Source: an optimization exercise on an open RTL-to-GDS flow (aim: small area and a short achievable clock period). Production flows keep margins and buffers that such runs may drop. Function was checked by simulation only, so behaviour that the tests miss may differ from the original.

==> flow/design.v (outline; a module is shown in full before it is edited, if it fits) <==
// module direct_FIR: 1787 lines
// module fa3: 6 lines
// module synthesis_direct_FIR: 8 lines
module synthesis_direct_FIR(out, inp, clk, rstn);
  // ...
==> flow/flow/run.sh <==
#!/bin/bash
# Own layout flow: the standard ORFS flow, with the port buffers built
# from regular buffers instead of delay buffers, and setup repair asked to
# leave a margin (SETUP_MARGIN ns) so that it also works on paths that
# already meet the design's clock period.
set -euo pipefail
cd "$(dirname "$0")/.."
export BUFFER_PORTS_ARGS="-buffer_cell sky130_fd_sc_hd__buf_4"
export SETUP_SLACK_MARGIN=${SETUP_MARGIN:-8.25}
bash standard.sh > standard_make.log 2>&1
==> flow/standard.sh <==
#!/bin/bash
# synth_recipe.tcl (not shown) runs the flow's synth.tcl, then flattens the netlist and writes it again
# the make line also repeats each setting of config.mk as NAME=value (left out here)
make -C /OpenROAD-flow-scripts/flow DESIGN_CONFIG=/design/flow/config.mk WORK_HOME=/design/flow/orfs CLKGATE_MAP_FILE= SYNTH_SCRIPT=/design/flow/synth_recipe.tcl "${@:-finish}"
==> flow/config.mk <==
export PLATFORM = sky130hd
export DESIGN_NAME = synthesis_direct_FIR
export DESIGN_NICKNAME = synthesis_direct_FIR
export VERILOG_FILES = /design/flow/design.v
export SDC_FILE = /design/flow/constraint.sdc
export NUM_CORES = 4
export LEC_CHECK = 0
export CAP_MARGIN = 20
export CORE_MARGIN = 2
export CORE_UTILIZATION = 65
export CTS_BUF_LIST = sky130_fd_sc_hd__clkbuf_16
export CTS_CLUSTER_DIAMETER = 90
export CTS_CLUSTER_SIZE = 32
export SLEW_MARGIN = 20
export SYNTH_HIERARCHICAL = 1
export SYNTH_MINIMUM_KEEP_SIZE = 0
==> flow/constraint.sdc <==
create_clock -name core_clock -period 11.5 [get_ports {clk}]
set_input_delay 2.3000 -clock core_clock [delete_from_list [all_inputs] [get_ports {clk}]]
set_output_delay 2.3000 -clock core_clock [all_outputs]
set_load 0.01 [all_outputs]
==> flow_summary.json, run 1 <==
{
  "ys_seq_elements": 215,
  "cp.buffers_inverters": 1,
  "synth-async-reset-ratio_pct": 0,
  "multi_input_area_mm2": 0.0115,
  "nFlopsAndLatches": 215,
  "outcome": "no timing/DRC/antenna violations",
  "drt_wl_total_um": 40300,
  "fin_crit_sh_pct": 28.3,
  "syn_area_per_cell_um2": 15.1,
  "n_antenna_cell": 1,
  "hold_viol": 0,
  "largest_cell_class": "multi-input combinational cells",
  "arrival_ns": 0.95,
  "setup_tns_ns": 0,
  "grt_pass1_vias": 9624,
  "fin_crit_ns": 3.25,
  "synthesis.nets": 1618,
  "skew_ns": 0.0312,
  "ctsHoldBuffers": 0,
  "nWellTaps": 324,
  "crit_family": "flip-flops",
  "multi_input_area_share_pct": 64.7,
  "slowest_delay_ns": 0.34,
  "ant_nets": 0,
  "layout.cells.most_common": "fa_1",
  "start_util_pct": 66.2,
  "rsz0062_at_grt": "yes",
  "hp-start": "DIR_FIR.x0[15]$_SDFF_PN0_",
  "largest_reg_flops": 26,
  "rows": 57,
  "startpoint_type": "flip-flop",
  "top_register": "DIR_FIR.out",
  "path_clk_slew_ns": 0.12,
  "final_area_mm2": 0.0178
}
==> inputs of run 2 (changes only) <==
--- a/flow/flow/run.sh
+++ b/flow/flow/run.sh
@@ -6,5 +6,5 @@
 set -euo pipefail
 cd "$(dirname "$0")/.."
 export BUFFER_PORTS_ARGS="-buffer_cell sky130_fd_sc_hd__buf_4"
-export SETUP_SLACK_MARGIN=${SETUP_MARGIN:-8.25}
+export SETUP_SLACK_MARGIN=${SETUP_MARGIN:-8}
 bash standard.sh > standard_make.log 2>&1
--- a/flow/config.mk
+++ b/flow/config.mk
@@ -7,10 +7,9 @@
 export LEC_CHECK = 0
 export CAP_MARGIN = 20
 export CORE_MARGIN = 2
-export CORE_UTILIZATION = 65
-export CTS_BUF_LIST = sky130_fd_sc_hd__clkbuf_16
-export CTS_CLUSTER_DIAMETER = 90
-export CTS_CLUSTER_SIZE = 32
+export CORE_UTILIZATION = 40
+export CTS_CLUSTER_DIAMETER = 60
+export CTS_CLUSTER_SIZE = 30
 export SLEW_MARGIN = 20
 export SYNTH_HIERARCHICAL = 1
 export SYNTH_MINIMUM_KEEP_SIZE = 0
==> flow_summary.json, run 2 <==
{
  "ys.flop_type": "dfxtp_1",
  "htreeDepth": 1,
  "cts_made_buffers": 25,
  "largest_reg_flops": 26,
  "place_ws_ns": 7.82,
  "drt-pass1-iter-count": 4,
  "synth-async-reset-ratio_pct": 0,
  "layout.cells.most_common": "fa_1",
  "hp-start": "DIR_FIR.q1$_DFF_P_",
  "tightest_slew_ns": 0.726,
  "ys_types": 46,
  "clk_path_buf_depth": 3,
  "crit_path_start": "DIR_FIR.x2[6]$_DFF_P_",
  "drive_above_1_share_pct": 11.5,
  "grt_antenna_before_repair": 0,
  "place_inst": 1627,
  "drcViolationCount": 0,
  "rows": 73,
  "grt_max_degree": 28,
  "skew_ns": 0.0403,
  "startpoint_type": "flip-flop",
  "worst_slack_ns": 8.04,
  "fin_util_pct": 45.6,
  "top_register": "DIR_FIR.out",
  "ys.warnings.count": 7,
  "n_antenna_cell": 0,
  "viasPerCell": 5.08,
  "ctsHoldBuffers": 0,
  "synthesis.nets": 1618,
  "io_buffers": 43,
  "start_util_pct": 40.5,
  "timing.rr.start": "DIR_FIR.x2[6]$_DFF_P_",
  "setup_tns_ns": 0,
  "coreArea_mm2": 0.0397,
  "crit_type": "reg -> reg",
  "vias": 8508,
  "grt_pass1_vias": 10300,
  "rsz0062_at_grt": "yes",
  "path_clk_slew_ns": 0.09,
  "grt_pass1_wl_um": 64400,
  "fin_crit_ns": 3.46,
  "synth_commonest_cells": "fa_1 (458), dfxtp_1 (215), inv_1 (138), ha_1 (78), a21oi_1 (23)",
  "drt_wl_total_um": 42200,
  "nFillCells": 3545,
  "hold_slack_ns": 0.451,
  "syn_area_per_cell_um2": 15.1,
  "critPathMaxFanout": 6,
  "synth_edf_count": 0,
  "ios": 44,
  "yosysMostFrequentCell": "fa_1",
  "die_h_um": 205,
  "synth.largest_area_cell": "fa_1",
  "yosysSeqAreaShare_pct": 26.8,
  "grtUsageTotal_pct": 21.9,
  "arrival_ns": 3.89,
  "required_ns": 11.93,
  "fin_crit_sh_pct": 30.1,
  "min_path_type": "reg -> reg",
  "ant_nets": 0,
  "finalMaxSlewViolations": 0,
  "synth_area_leaders": "fa_1 (57%), dfxtp_1 (27%), ha_1 (6.1%)",
  "netlist.area_leader.share_pct": 57.0,
  "ys_seq_elements": 215,
  "hold_viol": 0,
  "cts.sinks": 215,
  "hpwlAfterDp_um": 34300,
  "clock_latency_ns": 0.59,
  "layout_common_cells": "fa_1 (458), dfxtp_1 (199), inv_1 (138), ha_1 (73), buf_4 (45)",
  "dieArea_mm2": 0.0418,
  "drt-initial-drc-count": 561,
  "outcome": "no timing/DRC/antenna violations",
  "die_x_um": 205,
  "relSlewSlack_pct": 51.5,
  "final_nets": 1685,
  "final_cells": 1675,
  "gp_congestion": 0.951,
  "tritoncts": "yes",
  "worstSetupEndpointType": "flip-flop",
  "maxCapViolCount": 0,
  "postSynthCellCount": 1064,
  "area_growth_pct": 12.5,
  "max_freq_mhz": 289,
  "setup_viol": 0,
  "wl_per_cell_um": 25.2,
  "grt_overflow": 0,
  "cts_root_buffer": "clkbuf_16",
  "netlist_area_mm2": 0.0161
}
run 2: cell counts after synthesis:
No cell type changed its count.
run 2: metal layers:
layer | global-route usage (%) | routed length [µm]
met2 | 37.8 | 21200
met4 | 10.5 | 2280
met5 | 1.31 | 72
met1 | 26.3 | 15800
met3 | 4.44 | 2770
run 2: cell type report:
cell class / count / area [µm²] / share of cell area (%)
multi-input cells: 706 / 11300 / 62.7
well taps: 525 / 657 / 3.63
repair buffers: 45 / 338 / 1.87
inverters: 138 / 518 / 2.86
flip-flops and latches: 215 / 4320 / 23.9
clock inverters: 20 / 284 / 1.57
clock buffers: 26 / 639 / 3.53
run 2: worst max-delay path, stage by stage (launching register included):
cell and delay (ns):
dfxtp_1 0.75, fa_1 0.57, fa_1 0.49, fa_1 0.57
fa_1 0.44, fa_1 0.48
run 2: cells by family (layout without fill, tap and decap cells):
kind of cell,after synthesis,count (layout),share of synthesized area (%)
and+or+nand+nor,75,75,2.40
xor gates and xnor gates,23,23,1.25
buffers and inverters,143,229,3.37
DFF,215,215,26.8
AOI/OAI and AO/OA,72,72,3.17
adders and majority gates,536,536,63.1
run 2: path summary, 6_finish.rpt:
kind	slack [ns]	to	cells past startpoint
setup / recovery	8.04	DIR_FIR.q26$_DFF_P_	5
hold / removal	0.45	DIR_FIR.out[0]$_DFF_P_	1
setup reg to reg	8.04	DIR_FIR.q26$_DFF_P_	5
hold reg to reg	0.45	DIR_FIR.out[0]$_DFF_P_	1
run 2: per-stage QoR:
stage,instance area (µm²)
5_1_grt,18100
3_5_place_dp,17000
2_1_floorplan,16100
4_1_cts,18000
3_3_place_gp,17000
6_report,18100
run 2: Yosys stat by module, one instance, submodules excluded, a selection:
module | cell area [µm²] | flops+latches | cells | copies in the design
direct_FIR | 6940 | 215 | 607 | 1
fa3 | 20.0 | 0 | 1 | 457
run 2: what timing repair did:
action,in CTS,in global routing
setup endpoints to repair,9,23
buffers inserted,0,2
gates resized for setup,7,30
pin swaps,1,4

re-timing with driven ports:
In the flow no input, the clock included, has a driving cell. The finished layouts below were timed again as built, in two steps. Step 1, drivers: a clkbuf_16 drives clk and a buf_2 each remaining input, both assumed. Step 2 also shifts input and output timing later by t, the mid clock arrival at the registers, as if the neighbouring blocks saw the same clock. a / b / c = no drivers / after step 1 / after step 2; a / b = the first two.
run	t (ns)	slack for setup (ns)	hold WS [ns]	cell pins on the clock port's net
run 1	0.552	8.251 / 8.197 / 8.253	0.436 / 0.436 / 0.436	1
run 2	0.619	8.041 / 8.041 / 8.041	0.451 / 0.451 / 0.451	1
After both steps setup and hold are still met in every run listed.
